What follows belongs to an exercise in optimizing a design on an open flow for small area, a short achievable clock period and few clock cycles per item; a production flow would make more cautious choices.
RTL that was checked went through simulation tests only; none was proved equivalent to the original.
No activity file was given, so power comes from the tool's default toggle rates.

Setup of T:
==> module adler32, before the edit <==
module adler32(
    input clock,
    input rst_n,
    input size_valid,
    input [31:0] size,
    input data_start,
    input [7:0] data,
    output checksum_valid,
    output [31:0] checksum
);
    reg  [7:0]  d_q;       
    reg         ds_q;      
    reg         fa;        
    reg  [31:0] held;      
    reg         held_ok;   
    reg  [31:0] cnt;       
    reg         active;    
    reg         f2;        
    reg  [15:0] A, B;
    reg         vld;
    wire f1 = active & (cnt == 32'd1);    
    wire [15:0] a_in = fa ? 16'd0 : A;
    wire [8:0]  sl = a_in[7:0] + d_q + fa;
    wire [7:0]  ah1 = a_in[15:8] + 8'd1;
    wire        hff = &a_in[15:8];
    wire        hfe = (a_in[15:8] == 8'hFE);
    wire        lge = &sl[7:4] & |sl[3:0];                   
    wire        ga = sl[8] ? (hff | (hfe & lge)) : (hff & lge);   
    wire [7:0]  la = sl[7:0] + 8'd15;
    wire [15:0] a_nx = ga ? {8'd0, la} : {sl[8] ? ah1 : a_in[15:8], sl[7:0]};
    wire [16:0] xb = B + A;
    wire [16:0] yb = B + A + 17'd15;
    wire [15:0] b_nx = yb[16] ? yb[15:0] : xb[15:0];
    always @(posedge clock) begin
        d_q  <= f1 ? 8'd0 : data;
        ds_q <= data_start & rst_n;
        fa   <= ds_q;
        if (size_valid)
            held <= size;
        if (!rst_n) begin
            held_ok <= 1'b0;
            active  <= 1'b0;
            f2      <= 1'b0;
            vld     <= 1'b0;
        end else begin
            if (size_valid)
                held_ok <= 1'b1;
            if (ds_q)
                active <= held_ok;
            else if (f1)
                active <= 1'b0;
            f2  <= f1;
            vld <= f2;
        end
        cnt <= ds_q ? held : cnt - 32'd1;
        A <= a_nx;
        B <= fa ? 16'd0 : b_nx;
    end
    assign checksum_valid = vld;
    assign checksum = {B, A};
endmodule
==> flow/config.mk <==
export PLATFORM = sky130hd
export DESIGN_NAME = adler32
export DESIGN_NICKNAME = adler32
export VERILOG_FILES = /design/flow/design.v
export SDC_FILE = /design/flow/constraint.sdc
export NUM_CORES = 4
export LEC_CHECK = 0
export ABC_AREA = 1
export CAP_MARGIN = 20
export CORE_MARGIN = 2
export CORE_UTILIZATION = 50
export CTS_BUF_LIST = sky130_fd_sc_hd__clkbuf_4 sky130_fd_sc_hd__clkbuf_8
export SETUP_SLACK_MARGIN = 5
export SLEW_MARGIN = 20
==> flow/constraint.sdc <==
create_clock -name core_clock -period 7.5 [get_ports {clock}]
set_input_delay 1.5000 -clock core_clock [delete_from_list [all_inputs] [get_ports {clock}]]
set_output_delay 1.5000 -clock core_clock [all_outputs]
set_load 0.01 [all_outputs]
standard.sh (not shown) runs the stock make flow with config.mk's settings and CLKGATE_MAP_FILE= SYNTH_SCRIPT=/design/flow/synth_recipe.tcl, a recipe that flattens the netlist after the stock synthesis.
==> flow/flow/run.sh <==
#!/bin/bash
# Standard layout, with these changes to how it is made:
#  - plain buffers (buf_2) on the ports;
#  - the full and half adder cells are added to the don't-use list, so that
#    synthesis maps adders to plain gates;
#  - ABC maps the logic with flow/abc.script (a delay-targeted map with area
#    recovery) instead of the flow's area script. The rest of synthesis is
#    synth_recipe.tcl unchanged.
set -o pipefail
W=$PWD
export BUFFER_PORTS_ARGS="-buffer_cell sky130_fd_sc_hd__buf_2"
BASE=$(make -s -C "$FLOW_HOME" DESIGN_CONFIG="$W/config.mk" WORK_HOME="$W/orfs" print-DONT_USE_CELLS 2>/dev/null | sed -n 's/^DONT_USE_CELLS: //p')
DU="$BASE sky130_fd_sc_hd__fa_1 sky130_fd_sc_hd__fa_2 sky130_fd_sc_hd__fa_4 sky130_fd_sc_hd__ha_1 sky130_fd_sc_hd__ha_2 sky130_fd_sc_hd__ha_4"
cp flow/abc.script "$W/abc_custom.script"
{
  echo "proc abc {args} {"
  echo "  set i [lsearch -exact \$args -script]"
  echo "  if {\$i >= 0} { lset args [expr {\$i + 1}] $W/abc_custom.script }"
  echo "  yosys abc {*}\$args"
  echo "}"
  cat synth_recipe.tcl
} > "$W/custom_synth.tcl"
sed "s#SYNTH_SCRIPT=[^ ]*#SYNTH_SCRIPT=$W/custom_synth.tcl#" standard.sh > "$W/custom_standard.sh"
bash "$W/custom_standard.sh" "DONT_USE_CELLS=$DU" finish > standard.log 2>&1
==> flow/flow/abc.script <==
strash
&get -n
&dch
&put
dch
map -B 0.9
topo
stime -c
buffer -c
upsize -c
dnsize -c
Testbench counts of T, summed over its fixed seeds: cycles 572,122, bytes 568,898.
## Diff of input files: Q against T
-- flow/design.v --
<<< T, line 19
    reg  [15:0] A, B;
    reg         vld;
    wire f1 = active & (cnt == 32'd1);    
    wire [15:0] a_in = fa ? 16'd0 : A;
    wire [8:0]  sl = a_in[7:0] + d_q + fa;
>>> Q, line 19
    reg  [15:0] A, B;
    reg         vld;
    wire [31:0] cnt_nx;
    wire [7:0]  zb;        
    wire [7:0]  wz;        
    assign wz[0] = 1'b1;
    assign wz[1] = zb[0];
    assign wz[2] = &zb[1:0];
    assign wz[3] = &zb[2:0];
    assign wz[4] = &zb[3:0];
    assign wz[5] = wz[4] & zb[4];
    assign wz[6] = wz[4] & (&zb[5:4]);
    assign wz[7] = wz[4] & (&zb[6:4]);
    genvar k;
    generate
        for (k = 0; k < 8; k = k + 1) begin : cb
            cnt_blk u_b(.c(cnt[4*k+3:4*k]), .h(held[4*k+3:4*k]), .ld(ds_q),
                        .w(wz[k]), .n(cnt_nx[4*k+3:4*k]), .z(zb[k]));
        end
    endgenerate
    wire f1 = active & cnt[0] & ~|cnt[3:1] & (&zb[7:1]);    
    wire [15:0] a_in = fa ? 16'd0 : A;
    wire [8:0]  sl = a_in[7:0] + d_q + fa;
<<< T, line 53
            vld <= f2;
        end
        cnt <= ds_q ? held : cnt - 32'd1;
        A <= a_nx;
        B <= fa ? 16'd0 : b_nx;
>>> Q, line 71
            vld <= f2;
        end
        cnt <= cnt_nx;
        A <= a_nx;
        B <= fa ? 16'd0 : b_nx;
<<< T, line 60
    assign checksum = {B, A};
endmodule
>>> Q, line 78
    assign checksum = {B, A};
endmodule
module cnt_blk(
    input  [3:0] c,
    input  [3:0] h,
    input        ld,
    input        w,
    output [3:0] n,
    output       z
);
    wire [3:0] t = {w & ~|c[2:0], w & ~|c[1:0], w & ~c[0], w};
    assign n = ld ? h : c ^ t;
    assign z = ~|c;
endmodule
## What came out
- [compare] base=T new=Q: clock tree skew after final layout shows an increase of 0.0051 ns; power now larger; width of the chip neither gained nor lost much; clock power went up 15%.
- Re sequential fraction of the synthesis area: T was higher than Q.
- Starting density of the core: Q vs T up 0.29 points
- In Q the via count turned out about 1.5% higher than in T.
- Compared with T, in Q maximum frequency down about 1%, total non-filler cell area in the finished layout shows an increase of 3.8%.
- Q vs T on final cell count: Q is the higher one.
- Mapped cell area: higher on Q
- All of T and Q finish clean.
- Summary of Q over T: share of total power in combinational logic decreased by 0.9 points relative to the old numbers; fraction of synthesized cell area in xor and xnor cells decreased by 0.19 points relative to the old numbers.
No functional check of the RTL was part of Q.


Setup of run 3:
The RTL this note starts from:
==> flow/design.v <==
module adler32(
    input clock,
    input rst_n,
    input size_valid,
    input [31:0] size,
    input data_start,
    input [7:0] data,
    output checksum_valid,
    output [31:0] checksum
);
    reg  [7:0]  d_q;       
    reg         ds_q;      
    reg         fa;        
    reg  [31:0] held;      
    reg         held_ok;   
    reg  [31:0] cnt;       
    reg         active;    
    reg         f2;        
    reg  [15:0] A, B;
    reg         vld;
    wire [31:0] cnt_m = ds_q ? held : cnt;
    wire        f1 = active & (cnt_m == 32'd0);    
    wire [15:0] a_in = fa ? 16'd0 : A;
    wire [8:0]  sl = a_in[7:0] + d_q + fa;
    wire [7:0]  ah1 = a_in[15:8] + 8'd1;
    wire        hff = &a_in[15:8];
    wire        hfe = (a_in[15:8] == 8'hFE);
    wire        lge = &sl[7:4] & |sl[3:0];                   
    wire        ga = sl[8] ? (hff | (hfe & lge)) : (hff & lge);   
    wire [7:0]  la = sl[7:0] + 8'd15;
    wire [15:0] a_nx = ga ? {8'd0, la} : {sl[8] ? ah1 : a_in[15:8], sl[7:0]};
    wire [16:0] xb = B + A;
    wire        nz = |xb[3:0];
    wire        gb = xb[16] | (&xb[15:4] & nz);
    wire [15:0] yb = {xb[15:4] + {11'd0, nz}, xb[3:0] - 4'd1};
    wire [15:0] b_nx = gb ? yb : xb[15:0];
    always @(posedge clock) begin
        d_q  <= f1 ? 8'd0 : data;
        ds_q <= data_start & rst_n;
        fa   <= ds_q;
        if (size_valid)
            held <= size;
        if (!rst_n) begin
            held_ok <= 1'b0;
            active  <= 1'b0;
            f2      <= 1'b0;
            vld     <= 1'b0;
        end else begin
            if (size_valid)
                held_ok <= 1'b1;
            if (ds_q)
                active <= held_ok;
            else if (f1)
                active <= 1'b0;
            f2  <= f1;
            vld <= f2;
        end
        cnt <= cnt_m - 32'd1;
        A <= a_nx;
        B <= fa ? 16'd0 : b_nx;
    end
    assign checksum_valid = vld;
    assign checksum = {B, A};
endmodule
Settings: LEC_CHECK=0, ABC_AREA=1, CAP_MARGIN=20, CORE_MARGIN=2, CORE_UTILIZATION=40, SETUP_SLACK_MARGIN=4.8, SLEW_MARGIN=20; clock period 7.5 ns.
==> flow/flow/run.sh <==
#!/bin/bash
# Standard layout, with plain buffers on the ports.
export BUFFER_PORTS_ARGS="-buffer_cell sky130_fd_sc_hd__buf_2"
bash standard.sh > standard.log 2>&1
What run 1 does differently from run 3 at the input level:
diff --git a/flow/design.v b/flow/design.v
--- a/flow/design.v
+++ b/flow/design.v
@@ -16,12 +16,11 @@
     reg  [31:0] cnt;       
     reg         active;    
     reg         f2;        
     reg  [15:0] A, B;
     reg         vld;
-    wire [31:0] cnt_m = ds_q ? held : cnt;
-    wire        f1 = active & (cnt_m == 32'd0);    
+    wire f1 = active & (cnt == 32'd1);    
     wire [15:0] a_in = fa ? 16'd0 : A;
     wire [8:0]  sl = a_in[7:0] + d_q + fa;
     wire [7:0]  ah1 = a_in[15:8] + 8'd1;
     wire        hff = &a_in[15:8];
     wire        hfe = (a_in[15:8] == 8'hFE);
@@ -53,11 +52,11 @@
             else if (f1)
                 active <= 1'b0;
             f2  <= f1;
             vld <= f2;
         end
-        cnt <= cnt_m - 32'd1;
+        cnt <= ds_q ? held : cnt - 32'd1;
         A <= a_nx;
         B <= fa ? 16'd0 : b_nx;
     end
     assign checksum_valid = vld;
     assign checksum = {B, A};
Run 1 finished end to end and its layout was clean on timing, DRC and antenna. Looking at fmax, run 1 sits about 4% above run 3. Going from run 3 to run 1, layout overhead on the synthesized area now sits lower, total power grew by 5.6%, utilization did not really move, part of the power in registers lower. Compared with run 3, in run 1 simple-gate share of the synthesized area fell 0.80 points; part of the power in the clock network rose 0.4 points. Cmp run 1 and run 3 / synthesized cell count / lower: run 1. Looking at routed metal-1 wirelength across run 1 and run 3, the one that comes out lower is run 1. Row part of the cycle the worst path needs: run 1 lower / run 3 higher. Going from run 3 to run 1, area after synthesis now smaller, routed wire length now smaller, design area now smaller.
Testbench counts of run 1, summed over its fixed seeds: cycles 572,122, bytes 568,898.
For run 3, only the layout was checked, not whether the RTL still works.

## afterwards: timing with drivers on the ports
How much do the figures lean on ideal ports? The routed layouts below were timed once more, with nothing changed but the port constraints. Step 1 (the two cells are an assumption about what drives the block):
set clk [get_ports {clock}]
set_driving_cell -lib_cell sky130_fd_sc_hd__clkbuf_16 $clk
set_driving_cell -lib_cell sky130_fd_sc_hd__buf_2 [delete_from_list [all_inputs] $clk]
Step 2 times the ports against the registers' clock, not the clock port: input delays grow and output delays shrink by t, the midpoint of the rising clock arrivals with the driver on. a / b / c = no drivers / after step 1 / after step 2; a / b = the first two.
run | shift t [ns] | setup WS [ns] | latest minus earliest clock arrival (ns)
T | 0.394 | 5.041 / 5.008 / 5.067 | 0.010 / 0.010
Q | 0.412 | 5.017 / 4.984 / 5.064 | 0.014 / 0.014
run 3 | 0.388 | 4.832 / 4.832 / 4.832 | 0.010 / 0.011
run 1 | 0.397 | 4.936 / 4.896 / 4.937 | 0.008 / 0.009
After both steps setup and hold are still met in every run listed.
